This is an optimization exercise on Yosys and OpenROAD, whose aim is small area, a short achievable clock period and few clock cycles per item, not a production implementation.
At most, simulation tests tie the RTL to the original design; equivalence was not proved.

== JK ==
// PointMultiplier
module PointMultiplier(point, scalar, clk, start, result, done);
Size in the first run: about 670 cells after synthesis, ~47 flip-flops, about 38 I/O pins.
==> module PointAdder, before the edit <==
module PointAdder(point1, point2, den_inv, dbl, add, sum, sum_raw);
	input [13:0] point1;
	input [13:0] point2;
	input [6:0] den_inv;
	input dbl, add;
	output [13:0] sum;
	output [13:0] sum_raw;
	wire [6:0] x1 = point1[6:0];
	wire [6:0] y1 = point1[13:7];
	wire [6:0] x2 = point2[6:0];
	wire [6:0] y2 = point2[13:7];
	wire [6:0] num = y1 ^ (y2 & {7{add}});
	wire [6:0] c = x1 & {7{dbl}};
	wire [6:0] q, c_sq, out;
	Mastrovito7 mult2(num, den_inv, q);
	wire [6:0] slope = q ^ c;
	Squarer square(slope, c_sq);
	wire [6:0] point3x = c_sq ^ slope ^ 7'b1 ^ ((x1 ^ x2) & {7{add}});
	Mastrovito7 mult(slope, x1 ^ point3x, out);
	wire [6:0] point3y = out ^ point3x ^ y1;
	assign sum_raw = {point3y, point3x};
	assign sum = (den_inv == 7'd0) ? 14'b0 : sum_raw;
endmodule
==> module PointMultiplier, before the edit <==
module PointMultiplier(point, scalar, clk, start, result, done);
	input [13:0] point;
	input [6:0] scalar;
	input clk, start;
	output [13:0] result;
	output reg done;
	reg [13:0] cur;
	reg [13:0] acc;
	reg [6:0] ks;
	reg ph;
	reg accz;
	reg dbl;
	reg add;
	reg [6:0] invd;
	wire add_now = ks[0] & ~ph;           
	wire real_add = add_now & ~accz;      
	wire triv = add_now & accz;           
	wire last = (ks[6:1] == 6'b0);
	wire dbl_last = ~ks[0] & ~ph & accz & ks[1] & (ks[6:2] == 5'b0);
	wire acc_zero = (acc == 14'b0);
	wire [13:0] unit_out, unit_raw;
	PointAdder unit(cur, acc, invd, dbl, add, unit_out, unit_raw);
	assign result = acc;
	wire accz_n = ~triv & acc_zero;
	wire ks1_n = real_add ? ks[0] : ks[1];
	wire dbl_n = ~(ks1_n & ~real_add & ~accz_n);
	wire [6:0] den_add = accz ? cur[6:0] : acc[6:0];
	wire [6:0] den_n = real_add ? cur[6:0] : (unit_raw[6:0] ^ (den_add & {7{~dbl_n}}));
	wire [6:0] invd_n;
	Inverse inv_next(start ? point[6:0] : den_n, invd_n);
	always @(posedge clk) begin
		invd <= invd_n;
		if (start) begin
			cur <= point;
			ks <= scalar;
			ph <= 1'b0;
			accz <= 1'b1;
			dbl <= 1'b1;
			add <= 1'b0;
		end else begin
			ph <= real_add;
			accz <= accz_n;
			dbl <= dbl_n;
			add <= ~dbl_n;
			if (!real_add) begin
				cur <= unit_raw;
				ks <= ks >> 1;
			end
		end
	end
	always @(posedge clk) begin
		if (start) begin
			acc <= 14'b0;
			done <= 1'b0;
		end else if (!done) begin
			if (ks == 7'b0) begin
				done <= 1'b1;
			end else begin
				if (triv) acc <= cur;
				if (real_add | dbl_last) acc <= unit_out;
				if ((add_now & last) | dbl_last | (~real_add & (cur[6:0] == 7'b0)))
					done <= 1'b1;
			end
		end
	end
endmodule
==> flow/config.mk <==
export PLATFORM = sky130hd
export DESIGN_NAME = PointMultiplier
export DESIGN_NICKNAME = PointMultiplier
export VERILOG_FILES = /design/flow/design.v
export SDC_FILE = /design/flow/constraint.sdc
export NUM_CORES = 4
export LEC_CHECK = 0
export CAP_MARGIN = 20
export CORE_MARGIN = 2
export CORE_UTILIZATION = 55
export SETUP_SLACK_MARGIN = 3
export SLEW_MARGIN = 20
==> flow/constraint.sdc <==
create_clock -name core_clock -period 8.0 [get_ports {clk}]
set_input_delay 1.6000 -clock core_clock [delete_from_list [all_inputs] [get_ports {clk}]]
set_output_delay 1.6000 -clock core_clock [all_outputs]
set_load 0.01 [all_outputs]
standard.sh (not shown) runs the stock make flow with config.mk's settings and CLKGATE_MAP_FILE= SYNTH_SCRIPT=/design/flow/synth_recipe.tcl, a recipe that flattens the netlist after the stock synthesis.
==> flow/flow/run.sh <==
#!/bin/bash
# Layout flow: the standard flow, except that the synthesis's final
# technology mapping (ABC) runs flow/abc.script (Yosys's default ABC script
# for a liberty library, with a relaxed delay target for area recovery)
# instead of ORFS's abc_speed/abc_area script, and the half/full-adder
# extraction is off (this design is XOR logic, not arithmetic).
# Everything before ABC (and so every register, its name and cell) is
# the standard synthesis (synth_recipe.tcl); everything after synthesis
# is standard.sh, with the port buffers that global placement inserts made
# of buf_1 cells (ORFS's BUFFER_PORTS_ARGS) instead of the resizer's pick,
# clkdlybuf4s50_1; repair_design and repair_timing still resize them.
# Logs: synth.log, layout.log.
set -euo pipefail
W=$(pwd)
export MY_ABC_D=$(cat "$W/flow/abc_d.txt" 2>/dev/null || echo 4000)
export MY_ABC_SCRIPT="$W/flow/abc.script"
make -C "$FLOW_HOME" DESIGN_CONFIG="$W/config.mk" WORK_HOME="$W/orfs" CLKGATE_MAP_FILE= \
  SYNTH_SCRIPT="$W/flow/my_synth.tcl" ADDER_MAP_FILE= synth > "$W/synth.log" 2>&1
export BUFFER_PORTS_ARGS="-buffer_cell sky130_fd_sc_hd__buf_1"
bash "$W/standard.sh" > "$W/layout.log" 2>&1
==> flow/flow/abc.script <==
strash; &get -n; &fraig -x; &put; dc2; strash; &get -n; &dch -f; &nf -R 20 {D}; &put
==> flow/flow/abc_d.txt <==
4000
==> flow/flow/my_synth.tcl <==
proc synth {args} { yosys synth -nofsm -noshare {*}$args }
# Same synthesis as synth_recipe.tcl, but the final technology mapping uses
# Yosys's default ABC script with the delay target from MY_ABC_D (ps).
proc abc {args} {
  set keep {}
  set i 0
  while {$i < [llength $args]} {
    set a [lindex $args $i]
    if {$a eq "-script" || $a eq "-D"} {
      incr i 2
      continue
    }
    lappend keep $a
    incr i
  }
  if {[info exists ::env(MY_ABC_SCRIPT)] && $::env(MY_ABC_SCRIPT) ne ""} {
    lappend keep -script $::env(MY_ABC_SCRIPT)
  }
  yosys abc {*}$keep -D [expr {[info exists ::env(MY_ABC_D)] ? $::env(MY_ABC_D) : 4000}]
}
source $::env(SCRIPTS_DIR)/synth.tcl
# left out here: clear keep_hierarchy, flatten, clean up, hide names made inside functions, write 1_2_yosys.v
Relative to JK, the following input files were edited for MS:
diff --git a/flow/design.v b/flow/design.v
--- a/flow/design.v
+++ b/flow/design.v
@@ -167,15 +167,15 @@
 			default: b = 7'd0;
 		endcase
 	end
 endmodule
-module PointAdder(point1, point2, den_inv, dbl, add, sum, sum_raw);
+module PointAdder(point1, point2, den_inv, dbl, add, sum, x3_q, x3_e);
 	input [13:0] point1;
 	input [13:0] point2;
 	input [6:0] den_inv;
 	input dbl, add;
 	output [13:0] sum;
-	output [13:0] sum_raw;
+	output [6:0] x3_q, x3_e;
 	wire [6:0] x1 = point1[6:0];
 	wire [6:0] y1 = point1[13:7];
 	wire [6:0] x2 = point2[6:0];
 	wire [6:0] y2 = point2[13:7];
@@ -185,12 +185,13 @@
 	Mastrovito7 mult2(num, den_inv, q);
 	wire [6:0] slope = q ^ c;
 	Squarer square(slope, c_sq);
 	wire [6:0] point3x = c_sq ^ slope ^ 7'b1 ^ ((x1 ^ x2) & {7{add}});
+	assign x3_q = point3x;
+	assign x3_e = 7'b0;
 	Mastrovito7 mult(slope, x1 ^ point3x, out);
 	wire [6:0] point3y = out ^ point3x ^ y1;
-	assign sum_raw = {point3y, point3x};
-	assign sum = (den_inv == 7'd0) ? 14'b0 : sum_raw;
+	assign sum = (den_inv == 7'd0) ? 14'b0 : {point3y, point3x};
 endmodule
 module PointMultiplier(point, scalar, clk, start, result, done);
 	input [13:0] point;
 	input [6:0] scalar;
@@ -208,18 +209,18 @@
 	wire add_now = ks[0] & ~ph;           
 	wire real_add = add_now & ~accz;      
 	wire triv = add_now & accz;           
 	wire last = (ks[6:1] == 6'b0);
-	wire dbl_last = ~ks[0] & ~ph & accz & ks[1] & (ks[6:2] == 5'b0);
 	wire acc_zero = (acc == 14'b0);
-	wire [13:0] unit_out, unit_raw;
-	PointAdder unit(cur, acc, invd, dbl, add, unit_out, unit_raw);
+	wire [13:0] unit_out;
+	wire [6:0] x3_q, x3_e;
+	PointAdder unit(cur, acc, invd, dbl, add, unit_out, x3_q, x3_e);
 	assign result = acc;
 	wire accz_n = ~triv & acc_zero;
 	wire ks1_n = real_add ? ks[0] : ks[1];
 	wire dbl_n = ~(ks1_n & ~real_add & ~accz_n);
 	wire [6:0] den_add = accz ? cur[6:0] : acc[6:0];
-	wire [6:0] den_n = real_add ? cur[6:0] : (unit_raw[6:0] ^ (den_add & {7{~dbl_n}}));
+	wire [6:0] den_n = real_add ? cur[6:0] : (x3_q ^ (x3_e ^ (den_add & {7{~dbl_n}})));
 	wire [6:0] invd_n;
 	Inverse inv_next(start ? point[6:0] : den_n, invd_n);
 	always @(posedge clk) begin
 		invd <= invd_n;
@@ -235,9 +236,9 @@
 			accz <= accz_n;
 			dbl <= dbl_n;
 			add <= ~dbl_n;
 			if (!real_add) begin
-				cur <= unit_raw;
+				cur <= unit_out;
 				ks <= ks >> 1;
 			end
 		end
 	end
@@ -249,10 +250,10 @@
 			if (ks == 7'b0) begin
 				done <= 1'b1;
 			end else begin
 				if (triv) acc <= cur;
-				if (real_add | dbl_last) acc <= unit_out;
-				if ((add_now & last) | dbl_last | (~real_add & (cur[6:0] == 7'b0)))
+				if (real_add) acc <= unit_out;
+				if ((add_now & last) | (~real_add & (cur[6:0] == 7'b0)))
 					done <= 1'b1;
 			end
 		end
 	end
[summary]
MS: data arrival time of the critical path is 0.12 ns lower than what JK reported.
The time the worst path needs with I/O delays and setup in MS was lower than what JK gave.
Looking at capture point of the worst path, the invd[5]$_DFF_P_ result is from MS; the invd[4]$_DFF_P_ one comes from JK.
Per the comparison of MS with JK, relative area of non-clock buffer cells in the final design held steady, routed metal-1 wirelength shows a reduction of 0.96%, number of distinct library cells after synthesis went up by about 2.3%.
Minimum setup slack in the final design for MS: 0.083 ns up relative to JK
Compared with JK, MS shows synthesized cell count that has gone up by a few percent.
Of MS and JK, MS shows the higher critical path depth, with JK below it.
Looking at total of plain and repair buffers excluding clock buffers, MS sits 2.0% above JK.
Testbench counts of MS, summed over its fixed seeds: cycles 3,246, items 384.
The RTL of JK was laid out without a check of its function.

static timing again, ports no longer ideal:
How much do the figures lean on ideal ports? The routed layouts below were timed once more, with nothing changed but the port constraints. Step 1 (the two cells are an assumption about what drives the block):
set clk [get_ports {clk}]
set_driving_cell -lib_cell sky130_fd_sc_hd__clkbuf_16 $clk
set_driving_cell -lib_cell sky130_fd_sc_hd__buf_2 [delete_from_list [all_inputs] $clk]
Step 2, shift: input delay + t, output delay - t, t = (earliest + latest rising clock arrival at the registers) / 2. This alone moves slack from input paths to output paths. a / b / c = no drivers / after step 1 / after step 2; a / b = the first two.
| run | t, ns | setup WS [ns] | worst setup path at the end | slew at the worst register clock pin (ns) | worst slew at a driven data input, ns |
|---|---|---|---|---|---|
| JK | 0.340 | 3.249 / 3.249 / 3.098 | input to register | 0.10 / 0.10 | 0.03 |
| MS | 0.355 | 3.333 / 3.333 / 3.333 | register to register | 0.12 / 0.12 | 0.03 |
After both steps every run listed still meets setup and hold. The setup slack of JK, which loses most, moves by 0.000 ns with the drivers and by -0.151 ns with both steps.
